This design comes from an exercise in tuning for small area on the open sky130 flow, not from production work.
The RTL was checked by simulation tests, not by an equivalence proof against the original design.
Power figures rest on the tool's default switching activity, not on a simulated workload.

[flow/design.v]
`timescale 1ns / 1ps
module display7(clk, seg_number, an_number, seg, an, btnU
    );
    input clk, btnU;
    output reg [7:0] seg;
    output reg [3:0] an;
    input wire [3:0] seg_number;
    input wire [1:0] an_number;
    always @ (*)
    begin 
        case(seg_number)
            4'h0: seg = 8'b11000000;
            4'h1: seg = 8'b11111001;
            4'h2: seg = 8'b10100100;
            4'h3: seg = 8'b10110000;
            4'h4: seg = 8'b10011001;
            4'h5: seg = 8'b10010010;
            4'h6: seg = 8'b10000010;
            4'h7: seg = 8'b11111000;
            4'h8: seg = 8'b10000000;
            4'h9: seg = 8'b10010000;
            default: seg = 8'b00000000;
        endcase
        case(an_number)
            2'b00: an = 4'b0111;
            2'b01:
            begin
            an = 4'b1011;
            seg[7] = 0;
            end
            2'b10: an = 4'b1101;
            2'b11: an = 4'b1110;
            default: an = 4'b0000;
        endcase
     end 
endmodule
`timescale 1ns / 1ps
module notes(clk, rst, speaker, signal
    );
    input clk;
    input rst;
    input [1:0] signal;
    output reg speaker;
    reg [3:0] seg_number;
    reg [1:0] an_number;
    reg [7:0] counter;
    always @(posedge clk)
    begin
        if (rst)
        begin
            counter <= 0;
            speaker <= 0;
        end
        else if (signal == 2'b00)
        begin
            counter <= 0;
            speaker <= 0;
        end  
        else if (signal == 2'b01)
        begin
            if(counter==55) counter <= 0; else counter <= counter+1;
            speaker <= counter[5];
        end
        else  
        begin
            if(counter==221) counter <= 0; else counter <= counter+1;
            speaker <= counter[7];
        end
    end
endmodule
`timescale 1ns / 1ps
module randomNumber #(parameter BITS = 5)(
    input clk,
    input rst,
    output reg [4:0] data
    );
   reg [4:0] data_next;
   always @* begin
    data_next[4] = data[4]^data[1];
    data_next[3] = data[3]^data[0];
    data_next[2] = data[2]^data_next[4];
    data_next[1] = data[1]^data_next[3];
    data_next[0] = data[0]^data_next[2];
   end
   always @(posedge clk) begin
    if(rst)
        data <= 5'h1f;
    else
        data <= data_next;
   end
endmodule
`timescale 1ns / 1ps
module clock_1hz(clk, rst, clk_1hz
    );
    input clk;
    input rst;
    output clk_1hz;
    reg clk_1hz;
    reg [12:0] counter;
    always @ (posedge clk)
        if (rst)
            begin
                counter <= 0;
                clk_1hz <= 0;
            end
        else if (counter == 13'd4999)
            begin
                counter <= 0;
                clk_1hz <= 1;
            end
        else
            begin
                clk_1hz <= 0;
                counter <= counter + 1;
            end    
endmodule
`timescale 1ns / 1ps
module clock_500hz(clk, rst, clk_500hz
    );
    input clk;
    input rst;
    output clk_500hz;
    reg clk_500hz;
    reg [3:0] counter;
    always @ (posedge clk)
        begin
            if (rst)
            begin
                counter <= 0;
                clk_500hz <= 0;
            end
            else if (counter == 4'd9)
            begin
                counter <= 0;
                clk_500hz <= 1;
            end
            else
            begin
                clk_500hz <= 0;
                counter <= counter + 1;
            end    
        end
endmodule
`timescale 1ns / 1ps
module bopit(clk, rst, btnR, btnD, btnL, btnU, btnS, sw, seg, an, led, speaker 
    );
    input clk;
    input rst;
    input btnR, btnS, btnD, btnU, btnL;
    input [7:0] sw;
    output reg [7:0] led;
    output [7:0] seg;
    output [3:0] an;
    reg [3:0] seg_number;
    reg [1:0] an_number;
    wire clk_1hz;  
    wire clk_500hz;  
    wire [4:0] randomBop;  
    output wire speaker;
    reg [1:0] signal;  
    reg [7:0] ledCode;
    reg [3:0] bopCode; 
    reg [3:0] ones_seconds;
    reg [3:0] tens_seconds;
    reg [3:0] ones_score;
    reg [3:0] tens_score;
    integer an_toggle;
    integer an_index;
    integer gameOn;
    integer command_type;
    integer command_number;
    integer roundWon;
    integer roundDelay;
    integer fail_count;
    notes bop_notes(
        .clk(clk),
        .rst(rst),
        .signal(signal),
        .speaker(speaker)
    );
    randomNumber randomNum (
        .clk(clk),
        .rst(rst),
        .data(randomBop)
    );
    clock_1hz clock_1 (
		.clk(clk), 
		.rst(rst),
		.clk_1hz(clk_1hz)
	);
    clock_500hz clock_500 (
        .clk(clk),
        .rst(rst),
        .clk_500hz(clk_500hz)
    );
    display7 segmentDisplay (
            .clk(clk), 
            .seg_number(seg_number), 
            .an_number(an_number), 
            .seg(seg), 
            .an(an), 
            .btnU(btnU) 
    );
    always @ (posedge clk)
    if (rst)
    begin
        ones_seconds <= 0;
        tens_seconds <= 0;
        command_type <= 10;
        command_number <= 8;
        an_toggle <= 0;
        an_index <= 0;
        ones_score <= 0;
        tens_score <= 0;
        bopCode <= 0;
        ledCode <= 0;
        gameOn <= 1;
        roundWon <= 0;
        roundDelay <= 0;
        signal <= 0;
        fail_count <= 0;
        seg_number <= 0;
        an_number <= 0;
        led <= 0;
    end
    else
    begin
        if (btnS)
        begin
            roundWon <= 0;
            roundDelay <= 0;
            gameOn <= 1;
            ones_score <= 0;
            tens_score <= 0;
            ones_seconds <= 0;
            tens_seconds <= 0;
            bopCode <= randomBop % 12;
            fail_count <= 0;
        end
        if (!roundWon)
        begin
        case(bopCode)
            0:
            begin  
                if (sw[0])
                begin
                    roundWon <= 1;
                end
                else if(sw[7:0] || btnU || btnL || btnD || btnR)
                begin
                    gameOn <= 0;
                end
            end
            1:
            begin  
                if (sw[1])
                begin
                    roundWon <= 1;
                end
                else if(sw[7:0] || btnU || btnL || btnD || btnR)
                begin
                    gameOn <= 0;
                end
            end
            2:
            begin  
                if (sw[2])
                begin
                    roundWon <= 1;
                end
                else if(sw[7:0] || btnU || btnL || btnD || btnR)
                begin
                    gameOn <= 0;
                end
            end
            3:
            begin  
                if (sw[3])
                begin
                    roundWon <= 1;
                end
                else if(sw[7:0] || btnU || btnL || btnD || btnR)
                begin
                    gameOn <= 0;
                end
            end
            4:
            begin  
                if (sw[4])
                begin
                    roundWon <= 1;
                end
                else if(sw[7:0] || btnU || btnL || btnD || btnR)
                begin
                    gameOn <= 0;
                end
            end
            5:
            begin  
                if (sw[5])
                begin
                    roundWon <= 1;
                end
                else if(sw[7:0] || btnU || btnL || btnD || btnR)
                begin
                    gameOn <= 0;
                end
            end
            6:
            begin  
                if (sw[6])
                begin
                    roundWon <= 1;
                end
                else if(sw[7:0] || btnU || btnL || btnD || btnR)
                begin
                    gameOn <= 0;
                end
            end
            7:
            begin  
                if (sw[7])
                begin
                    roundWon <= 1;
                end
                else if(sw[7:0] || btnU || btnL || btnD || btnR)
                begin
                    gameOn <= 0;
                end
            end
            8:
            begin  
                if (btnU)
                begin
                    roundWon <= 1;
                end
                else if(sw[7:0] || btnU || btnL || btnD || btnR)
                begin
                    gameOn <= 0;
                end
            end
            9:
            begin  
                if (btnR)
                begin
                    roundWon <= 1;
                end
                else if(sw[7:0] || btnU || btnL || btnD || btnR)
                begin
                    gameOn <= 0;
                end
            end
            10:
            begin  
                if (btnD)
                begin
                    roundWon <= 1;
                end
                else if(sw[7:0] || btnU || btnL || btnD || btnR)
                begin
                    gameOn <= 0;
                end
            end
            11:
            begin  
                if (btnL)
                begin
                    roundWon <= 1;
                end
                else if(sw[7:0] || btnU || btnL || btnD || btnR)
                begin
                    gameOn <= 0;
                end
            end
        endcase
        end
        if (clk_1hz && gameOn)
        begin
            if (roundWon)
            begin
                if (roundDelay == 0)
                    signal <= 1;
                if (roundDelay == 1)
                    signal <= 0;
                if (roundDelay == 3)
                begin
                    roundWon <= 0;
                    roundDelay <= 0;
                    bopCode <= randomBop % 12;
                    if (ones_score == 4'b1001)
                    begin
                       ones_score <= 0; 
                       tens_score <= tens_score + 1;
                    end
                    else
                    begin
                       ones_score <= ones_score + 1;
                    end
                end
                else
                begin
                    roundDelay <= roundDelay + 1;
                end
                   ones_seconds <= 0;
                   tens_seconds <= 0;
            end
            else
            begin 
                ones_seconds <= ones_seconds + 1;
                if (ones_seconds == 4'b1001)
                begin
                    ones_seconds <= 0; 
                    tens_seconds <= tens_seconds + 1;
                end
            end
        end
        if (tens_seconds == 4'b0001)
        begin
            ones_seconds <= 0;
            tens_seconds <= 0;
            gameOn <= 0;
        end
        if (clk_500hz && gameOn)  
        begin
            an_index <= an_toggle % 4;
            case(an_index)
                0:
                begin
                    if (bopCode > 4'b0111)  
                    begin
                        seg_number <= 4'b1000;
                        ledCode <= 8'b00000000;
                        led [7:0] <= ledCode [7:0];
                    end
                    else  
                    begin
                        seg_number <= 4'b0101;
                        ledCode <= 8'b00000001 << (bopCode % 8);
                        led [7:0] <= ledCode [7:0];
                    end
                    an_number <= an_index;
                end
                1:
                begin
                    seg_number <= bopCode % 8; 
                    an_number <= an_index;
                end
                2:
                begin
                    seg_number <= tens_seconds;
                    an_number <= an_index;
                end
                3:
                begin
                    seg_number <= ones_seconds;
                    an_number <= an_index;                  
                end
                default:
                begin
                    seg_number <= 0;
                    an_number <= 0;
                end
            endcase
            an_toggle <= an_toggle + 1;
        end
        else if (clk_500hz && !gameOn)
        begin
            if (fail_count != 500)
            begin
                signal <= 2;
                fail_count <= fail_count + 1;
            end
            if (fail_count == 500)
                signal <= 0;
            an_index <= an_toggle % 4;
            case(an_index)
                0:
                begin
                    seg_number <= 0;
                    an_number <= an_index;
                end
                1:
                begin
                    seg_number <= 0;
                    an_number <= an_index;
                end
                2:
                begin
                    seg_number <= tens_score;
                    an_number <= an_index;
                end
                3:
                begin
                    seg_number <= ones_score;
                    an_number <= an_index;                  
                end
                default:
                begin
                    seg_number <= 0;
                    an_number <= 0;
                end
            endcase
            an_toggle <= an_toggle + 1;
        end
    end
endmodule
[flow/run.sh]
#!/bin/bash
# synth_recipe.tcl (not shown) runs the flow's synth.tcl, then flattens the netlist and writes it again
# the make line also repeats each setting of config.mk as NAME=value (left out here)
make -C /OpenROAD-flow-scripts/flow DESIGN_CONFIG=/design/flow/config.mk WORK_HOME=/design/flow/orfs CLKGATE_MAP_FILE= SYNTH_SCRIPT=/design/flow/synth_recipe.tcl finish
[flow/config.mk]
export PLATFORM = sky130hd
export DESIGN_NAME = bopit
export DESIGN_NICKNAME = bopit
export VERILOG_FILES = /design/flow/design.v
export SDC_FILE = /design/flow/constraint.sdc
export NUM_CORES = 4
export LEC_CHECK = 0
export CAP_MARGIN = 20
export CORE_MARGIN = 2
export CORE_UTILIZATION = 40
export SLEW_MARGIN = 20
[flow/constraint.sdc]
create_clock -name core_clock -period 10.0 [get_ports {clk}]
set_input_delay 2.0000 -clock core_clock [delete_from_list [all_inputs] [get_ports {clk}]]
set_output_delay 2.0000 -clock core_clock [all_outputs]
set_load 0.01 [all_outputs]
==> run summary <==
## layout by cell type, fill, tap and decap left out, types with 6 or more instances in the layout
cell type        count
a211oi_1            11
a21oi_1             76
a31oi_1             15
and2_1              77
and3_1              31
clkbuf_16           27
clkdlybuf4s50_1     34
clkinv_2             7
dfxtp_1            248
ha_1                24
inv_1               23
mux2i_1             29
nand2_1             95
nand2b_1            14
nand3_1             57
nand3b_1             9
nand4_1             31
nor2_1             163
nor2b_1             10
nor3_1              22
nor3b_1              6
nor4_1              37
nor4_2               7
o21a_1              10
o21ai_0             53
or2_2                6
or3_1               26
or4_1               10
xnor2_1             32
xor2_1              40
## kinds of logic (layout without fill, tap and decap cells)
group | Yosys count | in the layout | share of synthesized area
AND/OR/NAND/NOR | 625 | 625 | 0.2972
multiplexers | 34 | 34 | 0.03103
adder cells (fa/ha/maj) | 24 | 24 | 0.02688
buffers and inverters | 97 | 109 | 0.03495
XOR/XNOR | 72 | 72 | 0.05646
flip-flops | 248 | 248 | 0.4445
AO/OA/AOI/OAI | 205 | 205 | 0.1090
## per-stage QoR
| step | area, um^2 | hold WS (ps) | utilization |
|---|---|---|---|
| floorplan | 11170 | 417.5 | - |
| global placement | 11720 | 430.0 | 0.4242 |
| detailed placement | 11730 | 444.8 | 0.4244 |
| CTS | 12550 | 454.9 | 0.4542 |
| global route | 12550 | 471.7 | 0.4544 |
| finish | 12550 | 450.6 | 0.4544 |
## layout make-up
class                   count  share of cell area
multi-input cells         960              0.4647
flip-flops and latches    248              0.3955
clock buffers              37             0.06079
well taps                 378             0.03767
repair buffers             38             0.02950
inverters                  24            0.007176
clock inverters            10            0.004684
## worst max-delay path: cells and delay by family
kind | cells | cell delay, ps
simple gates | 3 | 790
buf+inv | 1 | 440
compound gates | 3 | 1190
## flip-flops by register name (all words and copies together), names as in the netlist, 3 cells and up, named ones only
name and flops:
ones_score 4, bop_notes.counter 8, seg 7, roundDelay 32
gameOn 32, tens_score 4, ones_seconds 4, randomNum.data 5
fail_count 32, seg_number 4, bopCode 4, roundWon 32
ledCode 8, tens_seconds 4, an_toggle 32, an_index 3
clock_500.counter 4, led 8, clock_1.counter 13
## how the worst max path moves through the flow
| stage | depth (start not counted) | startpoint | endpoint |
|---|---|---|---|
| final | 7 | sw[1] | gameOn[25]$_SDFF_PP0_ |
| after global routing | 7 | sw[1] | gameOn[25]$_SDFF_PP0_ |
| after CTS | 7 | sw[1] | gameOn[8]$_SDFF_PP0_ |
| after detailed placement | 6 | rst | gameOn[29]$_SDFF_PP0_ |
| after global placement | 6 | rst | gameOn[10]$_SDFF_PP0_ |
| after floorplan | 8 | sw[4] | gameOn[10]$_SDFF_PP0_ |
## where the power goes
group	internal (uW)	leakage, uW	switching [uW]
logic	68.2	0.00212	106
clock network	531	0.000406	391
registers	1010	0.00200	37.0
total	1600	0.00453	534
## per-layer routing
| layer | up-vias | routed length, um |
|---|---|---|
| li1 | 4564 | - |
| met1 | 4183 | 11740 |
| met2 | 144 | 9988 |
| met3 | 43 | 920 |
| met4 | 0 | 639 |
| met5 | - | 0 |
==> impl_metrics.csv <==
group,metric,value,unit
floorplanning,rows,61,
pwr,p_leak,0.004531,uW
detailed_routing,vias,8934,
detailed_routing,drc,0,
synth,synth_ff_type,"dfxtp_1",
final_layout,fin_nets,1338,
global_route,grt.total_usage,0.1594,
global_route,grt_max_degree,75,
critical_path,path_cells,"clkdlybuf4s50_1 -> nor4_1 -> and3_1 -> o22ai_1 -> a211oi_1 -> o31a_1 -> and2_1",
floorplanning,die-area,0.02928,mm^2
timing,hold_viol,0,
flow_run,cap_violations,0,
detailed_routing,vias_per_cell,5.271,
timing,skew,13.14,ps
clock_network,cts_resized,0,
synth,synthTopCellsByArea,"dfxtp_1 44%, nor2_1 5.5%, and2_1 4.3%",
floorplanning,fp.dieH,171.1,um
global_route,antenna_found_initial,0,
clock_network,cts_buffers,27,
synth,synth_cell_types,66,
global_route,grt_pass1_wl,39610,um
synth,synth_edf_count,0,
critical_path,cp-start-kind,"primary input",
hold_path,whs_endpoint,"ledCode[1]$_SDFFE_PP0P_",
hold_path,worstHoldStart,"ledCode[1]$_SDFFE_PP0P_",
hold_path,whs_path_depth,2,
clock_network,postCtsSetupBuffers,0,
outcome,status,"no timing/DRC/antenna violations",
place,dp.cells,1648,
synth,synth.most_common_cell,"dfxtp_1",
final_layout,diodes,0,
synth,synthesis.area,0.01117,mm^2
final_layout,drive_gt1_frac,0.05619,
critical_path,criticalPathCategory,"primary input to flip-flop",
final_layout,multi_input_area,0.005834,mm^2
timing,finalCritPeriodShare,0.3962,
synth,ys_seq_area_frac,0.4445,
detailed_routing,antenna_left,0,
global_route,grt-ovfl-total,0,
timing,rsz0062_at_grt,"false",
clock_network,cts_sinks,248,
place,place_congestion,0.8112,
timing,min_period,3962,ps
timing,max_clock_freq,0.2524,GHz
timing,slew_headroom,0.2917,
critical_path,worst_path_max_delay_cell,"o31a_1",
synth,synthDominantCellAreaShare,0.4445,
clock_network,clock_path_buffers,3,
synth,synthArstFlopShare,0,
timing,worst_pin_slew,1060,ps
clock_network,cts_tree,"yes",
hold_path,hold_class,"flip-flop to flip-flop",
synth,ys_ff_latch,248,
global_route,grt-busiest-layer,"met2",
final_layout,regArea,0.004965,mm^2
synth,synth_warnings,6,
critical_path,worst_setup_path_end_kind,"flip-flop",
place,port_buffers,35,
critical_path,cpPeakStageDelay,710,ps
clock_network,ctsHoldBuffers,0,
global_route,use_met1,0.2231,
final_layout,stdcell_count,1695,
final_layout,num-fill-cells,2775,
floorplanning,core_area,0.02763,mm^2
synth,synth.avg_cell_area,8.559,um^2
critical_path,r2r-end,"fail_count[25]$_SDFF_PP0_",
floorplanning,start_util,0.4043,
detailed_routing,firstDrtPassIters,5,
synth,synth_nets,1344,
critical_path,r2r_slack,6760,ps
synth,synth_top_cell_by_area,"dfxtp_1",
critical_path,ff2ff_path_depth,7,
floorplanning,io_pins,36,
critical_path,cp.required,10460,ps
clock_network,path_clk_slew,60,ps
pwr,ir_worst_vdd,0.1099,mV
global_route,grt_pass1_vias,8272,
timing,setup_viol_count_final,0,
global_route,met3_usage,0.02706,
detailed_routing,drtIter0Drc,455,
detailed_routing,post_drt_wl_per_cell,13.74,um
timing,timing.final.ws_setup,6038,ps
critical_path,crit_arrival,4430,ps
critical_path,crit_fanout,31,
synth,netlist_instances,1305,
timing,tns,0,ps
clock_network,cts_root_buf,"clkbuf_16",
detailed_routing,drt_wl_total,23290,um
place,place_hpwl,15010,um
global_route,grtUsageMet2,0.2516,
clock_network,htreeDepth,1,
synth,synthTopCellsByCount,"248 x dfxtp_1, 163 x nor2_1, 95 x nand2_1, 77 x a21oi_1, 77 x and2_1",
timing,maxSlewViolCount,0,
clock_network,clock_latency,530,ps
floorplanning,fp.dieW,171.1,um
pwr,pwr_density_cell,170.3,mW/mm^2
final_layout,area_delta_synth_final,12.40,%
place,dp_slack,5514,ps
critical_path,timing.rr.start,"gameOn[17]$_SDFF_PP0_",
pwr,power,2138,uW

==> afterwards: timing with drivers on the ports <==
Ports are ideal in the flow. The routed layout listed here was re-timed in OpenROAD.
Step 1 assumes that a clkbuf_16 drives the clock port and a buf_2 every other input.
Step 2, shift: input delay + t, output delay - t, t = (earliest + latest rising clock arrival at the registers) / 2. This alone moves slack from input paths to output paths.
Three values: no drivers, after step 1, after step 2; two values: the first two.
shift t [ns]: 0.573
slack for setup (ns): 6.038 / 6.061 / 5.488
worst data-port slew with drivers (ns): 0.04
After both steps this run still meets setup and hold. For this run, drivers alone change the setup slack by +0.023 ns; drivers and shift together by -0.550 ns.
